Background: an optimization exercise with open tools, aiming at small area, a short achievable clock period and few clock cycles per item. Do not read the settings as production practice.
For this run, only the layout was checked, not whether the RTL still works.
Power is estimated from default activity; no workload was simulated.

[flow/design.v]
module full_adder (
  input  in1,
  input  in2,
  input  cin,
  output sum,
  output cout
);
  assign sum  = in1 ^ in2 ^ cin;
  assign cout = (in1 & in2) | (in1 & cin) | (in2 & cin);
endmodule
module ripple_carry_adder #(
  parameter BUS_WIDTH = 32
) (
  input                  add_sub_b,
  input                  sign,
  input  [BUS_WIDTH-1:0] in1,
  input  [BUS_WIDTH-1:0] in2,
  output [BUS_WIDTH-1:0] out,
  output                 z,
  output                 n,
  output                 c,
  output                 v
);
  wire [BUS_WIDTH:0] carry;
  assign carry[0] = add_sub_b;
  assign z        = ~(|out);
  assign n        = (sign) ? out[BUS_WIDTH-1] : 1'b0;
  assign c        = carry[BUS_WIDTH];
  assign v        = (sign) ? carry[BUS_WIDTH] ^ carry[BUS_WIDTH-1] : 1'b0;
  genvar i;
  generate
    for (i = 0; i < BUS_WIDTH; i = i + 1) begin : rca_slice
      full_adder fa (
        .cin (carry[i]),
        .in1 (in1[i]),
        .in2 (in2[i] ^ add_sub_b),
        .sum (out[i]),
        .cout(carry[i+1])
      );
    end
  endgenerate
endmodule
module restoring_divider #(
  parameter DIV_WIDTH = 16
) (
  input                      clk,
  input                      rst_n,
  input                      start,
  input                      sign,
  input      [DIV_WIDTH-1:0] in1,
  input      [DIV_WIDTH-1:0] in2,
  output     [DIV_WIDTH-1:0] q,
  output     [DIV_WIDTH-1:0] r,
  output reg                 ready
);
  reg  [15:0] d_reg;      
  reg         aneg, bneg;
  reg  [15:0] r_reg;      
  reg  [15:0] a_reg;      
  reg  [3:0]  cnt;        
  reg         run, fix;   
  reg         f_reg;      
  wire idle = ~run & ~fix;
  wire qneg = aneg ^ bneg;
  wire [3:0] abits = a_reg[15:12] ^ {4{aneg}};    
  wire [19:0] x4 = {r_reg, abits};
  reg  [15:0] tmask;      
  integer j;
  always @(*) begin
    for (j = 0; j < 16; j = j + 1)
      tmask[j] = ~|(d_reg >> (j + 1));
  end
  wire hi_set  = |x4[19:16] | |(x4[15:0] & tmask);
  wire lo_ones = &(x4[15:0] | tmask);
  wire cnt_le12 = ~(cnt[3] & cnt[2] & (cnt[1] | cnt[0]));
  wire skip    = ~hi_set & ~lo_ones & cnt_le12;
  wire [16:0] x1  = {r_reg, abits[3]};
  wire [17:0] z1  = {1'b0, x1} + {2'b11, ~d_reg} + {17'd0, ~bneg};
  wire        qb1 = ~z1[17];
  wire        z1_ones = &z1[16:0];
  wire [16:0] x2  = {r_reg[14:0], abits[3:2]};
  wire [17:0] z2  = {1'b0, x2} + {2'b11, ~d_reg} + {17'd0, ~bneg};
  wire        qb2 = ~z2[17];
  wire        z2_ones = &z2[16:0];
  wire        two = ~qb1 & (cnt != 4'd15);
  wire        done = skip ? (cnt == 4'd12) : two ? (cnt == 4'd14) : (cnt == 4'd15);
  wire        sp  = aneg & f_reg;
  wire        needfix = aneg | bneg;
  always @(posedge clk) begin
    d_reg <= in2 ^ {16{sign & in2[15]}};
    aneg  <= sign & in1[15];
    bneg  <= sign & in2[15];
    if (!rst_n) begin
      ready <= 1'b1;
      run   <= 1'b0;
      fix   <= 1'b0;
    end else if (idle) begin
      if (start) begin
        ready <= 1'b0;
        run   <= 1'b1;
        cnt   <= 4'd0;
        r_reg <= 16'd0;
        a_reg <= in1;
      end
    end else if (run) begin
      if (skip) begin
        r_reg <= x4[15:0];
        a_reg <= {a_reg[11:0], {4{qneg}}};
        f_reg <= 1'b0;
        cnt   <= cnt + 4'd4;
      end else if (two) begin
        r_reg <= qb2 ? z2[15:0] : x2[15:0];
        a_reg <= {a_reg[13:0], qneg, qb2 ^ qneg};
        f_reg <= z2_ones | (z1_ones & x2[0]);
        cnt   <= cnt + 4'd2;
      end else begin
        r_reg <= qb1 ? z1[15:0] : x1[15:0];
        a_reg <= {a_reg[14:0], qb1 ^ qneg};
        f_reg <= z1_ones | (f_reg & x1[0]);
        cnt   <= cnt + 4'd1;
      end
      if (done) begin
        run   <= 1'b0;
        fix   <= needfix;
        ready <= ~needfix;
      end
    end else begin
      if (aneg) r_reg <= sp ? 16'd0 : ~r_reg;
      a_reg <= a_reg + {15'd0, sp ^ qneg};
      fix   <= 1'b0;
      ready <= 1'b1;
    end
  end
  assign q = a_reg;
  assign r = r_reg;
endmodule
[flow/flow/run.sh]
#!/bin/bash
# Standard ORFS layout (the standard.sh, standard synthesis), with two
# layout choices: plain buf_1 cells as the port buffers, and timing repair
# aiming for 10.7 ns of setup slack (a tighter target than the 15 ns clock
# needs). The SDC and clock period are unchanged. make's output goes to
# flow_make.log; each ORFS step keeps its own log under orfs/logs.
set -uo pipefail
bash standard.sh "BUFFER_PORTS_ARGS=-buffer_cell sky130_fd_sc_hd__buf_1" SETUP_SLACK_MARGIN=10.7  finish > flow_make.log 2>&1
[flow/standard.sh]
#!/bin/bash
# synth_recipe.tcl (not shown) runs the flow's synth.tcl, then flattens the netlist and writes it again
# the make line also repeats each setting of config.mk as NAME=value (left out here)
make -C /OpenROAD-flow-scripts/flow DESIGN_CONFIG=/design/flow/config.mk WORK_HOME=/design/flow/orfs CLKGATE_MAP_FILE= SYNTH_SCRIPT=/design/flow/synth_recipe.tcl "${@:-finish}"
[flow/config.mk]
export PLATFORM = sky130hd
export DESIGN_NAME = restoring_divider
export DESIGN_NICKNAME = restoring_divider
export VERILOG_FILES = /design/flow/design.v
export SDC_FILE = /design/flow/constraint.sdc
export NUM_CORES = 4
export LEC_CHECK = 0
export CAP_MARGIN = 20
export CORE_MARGIN = 2
export CORE_UTILIZATION = 40
export SLEW_MARGIN = 20
[flow/constraint.sdc]
create_clock -name core_clock -period 15.0 [get_ports {clk}]
set_input_delay 3.0000 -clock core_clock [delete_from_list [all_inputs] [get_ports {clk}]]
set_output_delay 3.0000 -clock core_clock [all_outputs]
set_load 0.01 [all_outputs]
==> notes.md <==
==> report_power, final <==
group	switching (mW)	internal (mW)	total (mW)
Combinational	0.189	0.135	0.325
Sequential	0.0319	0.192	0.224
Clock	0.0757	0.144	0.220
Total	0.297	0.471	0.768
==> metal layers <==
metal  track usage, %  wire [um]  up-vias  part of all wire, %
met5                0          0        -                    0
met4            6.889        286        0                  1.7
met3            3.828        870       25                  5.1
met2            37.78       8014      156                   47
met1            31.09       7951     2711                   46
li1                 -          -     2683                    -
==> layout make-up <==
class / count / area (um2)
clock buffer: 10 / 229.0
clock inverter: 6 / 81.33
fill: 1416 / 7411
inverter: 34 / 127.6
multi-input combinational: 568 / 3890
sequential: 58 / 1533
tap: 180 / 225.2
timing repair buffer: 83 / 384.1
==> cells in the final DEF, fill, tap and decap left out, types with 3 or more instances in the layout <==
| cell | synthesis | layout |
|---|---|---|
| nand3_1 | 21 | 20 |
| nor2b_1 | 10 | 10 |
| a21oi_1 | 38 | 38 |
| o2111ai_1 | 6 | 6 |
| nor2_1 | 51 | 51 |
| a21o_1 | 12 | 12 |
| fa_1 | 4 | 4 |
| a211o_1 | 5 | 5 |
| and2_1 | 9 | 9 |
| clkbuf_16 | 0 | 9 |
| buf_4 | 1 | 13 |
| mux2i_1 | 22 | 22 |
| nor3_1 | 10 | 10 |
| o311a_1 | 3 | 3 |
| a31oi_1 | 6 | 6 |
| xnor2_1 | 38 | 38 |
| dfxtp_1 | 21 | 20 |
| o21ai_0 | 59 | 59 |
| xor2_1 | 26 | 24 |
| ha_1 | 37 | 37 |
| nand2b_1 | 5 | 5 |
| o21a_1 | 10 | 9 |
| or2_2 | 3 | 3 |
| edfxtp_1 | 37 | 37 |
| and3_1 | 10 | 10 |
| nor4_1 | 3 | 3 |
| buf_1 | 0 | 68 |
| a211oi_1 | 17 | 17 |
| nand4_1 | 7 | 7 |
| o221ai_1 | 4 | 4 |
| nand2_1 | 72 | 72 |
| o22ai_1 | 16 | 16 |
| or4_1 | 3 | 3 |
| o211ai_1 | 20 | 20 |
| or3_1 | 7 | 7 |
| inv_1 | 34 | 34 |
==> stage by stage <==
stage                     std cells  power, mW  hold WS, ns  area (um2)
after CTS                       928     0.7605       0.5500        6339
final                           939     0.7682       0.5498        6470
after global routing            939     0.8150       0.5815        6470
after detailed placement        912     0.5368       0.5426        6028
after floorplan                 697     0.4560       0.5412        5677
after global placement          912     0.5309       0.5101        6028
==> logic make-up after synthesis <==
logic type	after synthesis	synth area share (%)
flip-flops	58	27.04
multiplexers	23	4.087
buffers and inverters	71	5.058
adder cells (fa/ha/maj)	41	9.587
AO/OA/AOI/OAI	220	25.38
AND/OR/NAND/NOR	220	18.95
XOR/XNOR	64	9.896
==> worst max path at each step <==
stage / endpoint / slack, ns / cells past startpoint
3_5_place_dp: r_reg[15]$_SDFFCE_PP0P_ / 10.45 / 3
4_1_cts: f_reg$_SDFFCE_PP0P_ / 10.73 / 13
6_report: r[8] / 10.83 / 1
3_3_place_gp: r_reg[13]$_SDFFCE_PP0P_ / 10.49 / 3
5_1_grt: f_reg$_SDFFCE_PP0P_ / 10.64 / 13
2_1_floorplan: r_reg[0]$_SDFFCE_PP0P_ / 10.84 / 3
==> worst register-to-register path, delay by kind of cell (launching register included) <==
| kind | cells | cell delay, ns |
|---|---|---|
| adders and majority gates | 2 | 0.86 |
| and+or+nand+nor | 3 | 0.85 |
| DFF | 1 | 0.50 |
| AOI/OAI and AO/OA | 5 | 1.06 |
| xor gates and xnor gates | 2 | 0.56 |
| buffers and inverters | 1 | 0.12 |
==> timing repair <==
action	CTS	global route
buffers inserted	0	11
endpoints found under the setup margin	0	52
resized for setup	0	6
==> results.toml <==
[run_status]
outcome = "timing/DRC/antenna clean"

[floorplanning]
die_w_um = 123.0
row_count = 43
dieArea_mm2 = 0.01513
dieHeight_um = 123.0
initial_core_util_pct = 40.81
io_pins = 69
core_area_mm2 = 0.01388

[layout]
num-nets-final = 831
n_antenna_cell = 0
syn_to_final_growth_pct = 14.23
drive_gt1_share_pct = 5.534
fin_util_pct = 46.61

[cts]
cts_tree = "yes"
ctsHoldBuffers = 0
cts-htree-levels = 3
insertion_delay_ns = 0.33
cts_buffers = 9
cts_sinks = 58
cts.path.max_buffers = 2
cts_root_buffer = "clkbuf_16"
clkTransAtPathRegs_ns = 0.05

[synth]
syn-cell-area_mm2 = 0.005664
yosysWarnings = 1
yosysTopAreaCell = "edfxtp_1"
avgSynthCellArea_um2 = 8.127
synth_flop_cell = "edfxtp_1"
synth_most_common_cell = "nand2_1"
synthArstFlopShare_pct = 0
synth_edf_count = 37
synth-seq-cells = 58
netlist_instances = 697
synth_common_cells = "72 x nand2_1, 59 x o21ai_0, 51 x nor2_1, 38 x a21oi_1, 38 x xnor2_1"
ys_types = 63
synth_top_area_share_pct = 19.62
syn-num-nets = 774
ys_seq_area_share_pct = 27.04
synthTopCellsByArea = "edfxtp_1 20%, ha_1 8.2%, dfxtp_1 7.4%"

[setup_path]
r2r-start = "a_reg[14]$_DFFE_PP_"
path_cells = "buf_1"
reg2reg_depth = 13
critPathLaunchType = "flip-flop"
cp_num_buf_inv = 1
crit_family = "flip-flops"
r2r_end = "f_reg$_SDFFCE_PP0P_"
cp_slowest_stage_delay_ns = 0.64
worstPathArrival_ns = 1.17
cp-startpoint = "r_reg[8]$_SDFFCE_PP0P_"
slowest_stage = "edfxtp_1"
worstPathRequired_ns = 12.00
crit_fanout = 11
crit_type = "reg2out"
critPathCaptureType = "output port"
r2r_setup_slack_ns = 10.87

[sta]
worst_pin_slew_ns = 0.9902
relSlewSlack_pct = 33.99
period_share_pct = 27.82
setup_tns_ns = 0
worst_slack_ns = 10.83
fmax_mhz = 239.7
rsz0062_at_grt = "true"
slew_violations = 0
period_needed_ns = 4.173
setup-violations-final = 0
hold_viol = 0
finalClockSkew_ns = 0.008385

[placement]
place_congestion = 0.9365
dp_hpwl_mm = 12.60
pre_cts_ws_ns = 10.45
io_buffers = 68

[grt]
grt_max_degree = 71
grt_pass1_wl_mm = 27.41
track_usage_pct = 23.02
antenna_found_initial = 0
gr-total-overflow = 0
grt_pass1_vias = 5250

[power]
leakage_nw = 2.568
vdd_drop_max_uv = 50.62
p_per_area_mw_per_mm2 = 118.7

[detailed_routing]
vias = 5575
drtIter0Drc = 443
drtPass1Iterations = 5
avgViaCountPerCell = 5.937
routed_wl_mm = 17.12
ant_nets = 0
drcViolationCount = 0
avgRoutedWirePerCell_um = 18.23

[worst_hold_path]
hold_path.class = "reg2reg"
hold_start = "ready$_SDFFE_PN1P_"
min_to = "ready$_SDFFE_PN1P_"
worst_hold_path.num_cells = 2

[flow_run]
maxCapViolations = 0

re-timing with driven ports:
Ports are ideal in the flow. The routed layout listed here was re-timed in OpenROAD.
Step 1, drivers: a clkbuf_16 drives clk and a buf_2 each remaining input, both assumed.
Step 2, shift: input delay + t, output delay - t, t = (earliest + latest rising clock arrival at the registers) / 2. This alone moves slack from input paths to output paths.
Three values: ideal ports, drivers, drivers and shift; two values: the first two.
shift t [ns]: 0.370
setup slack, ns: 10.827 / 10.787 / 10.766
cell pins on the clock port's net: 1
After both steps setup and hold are still met in this run. For this run, drivers alone change the setup slack by -0.040 ns; drivers and shift together by -0.061 ns.
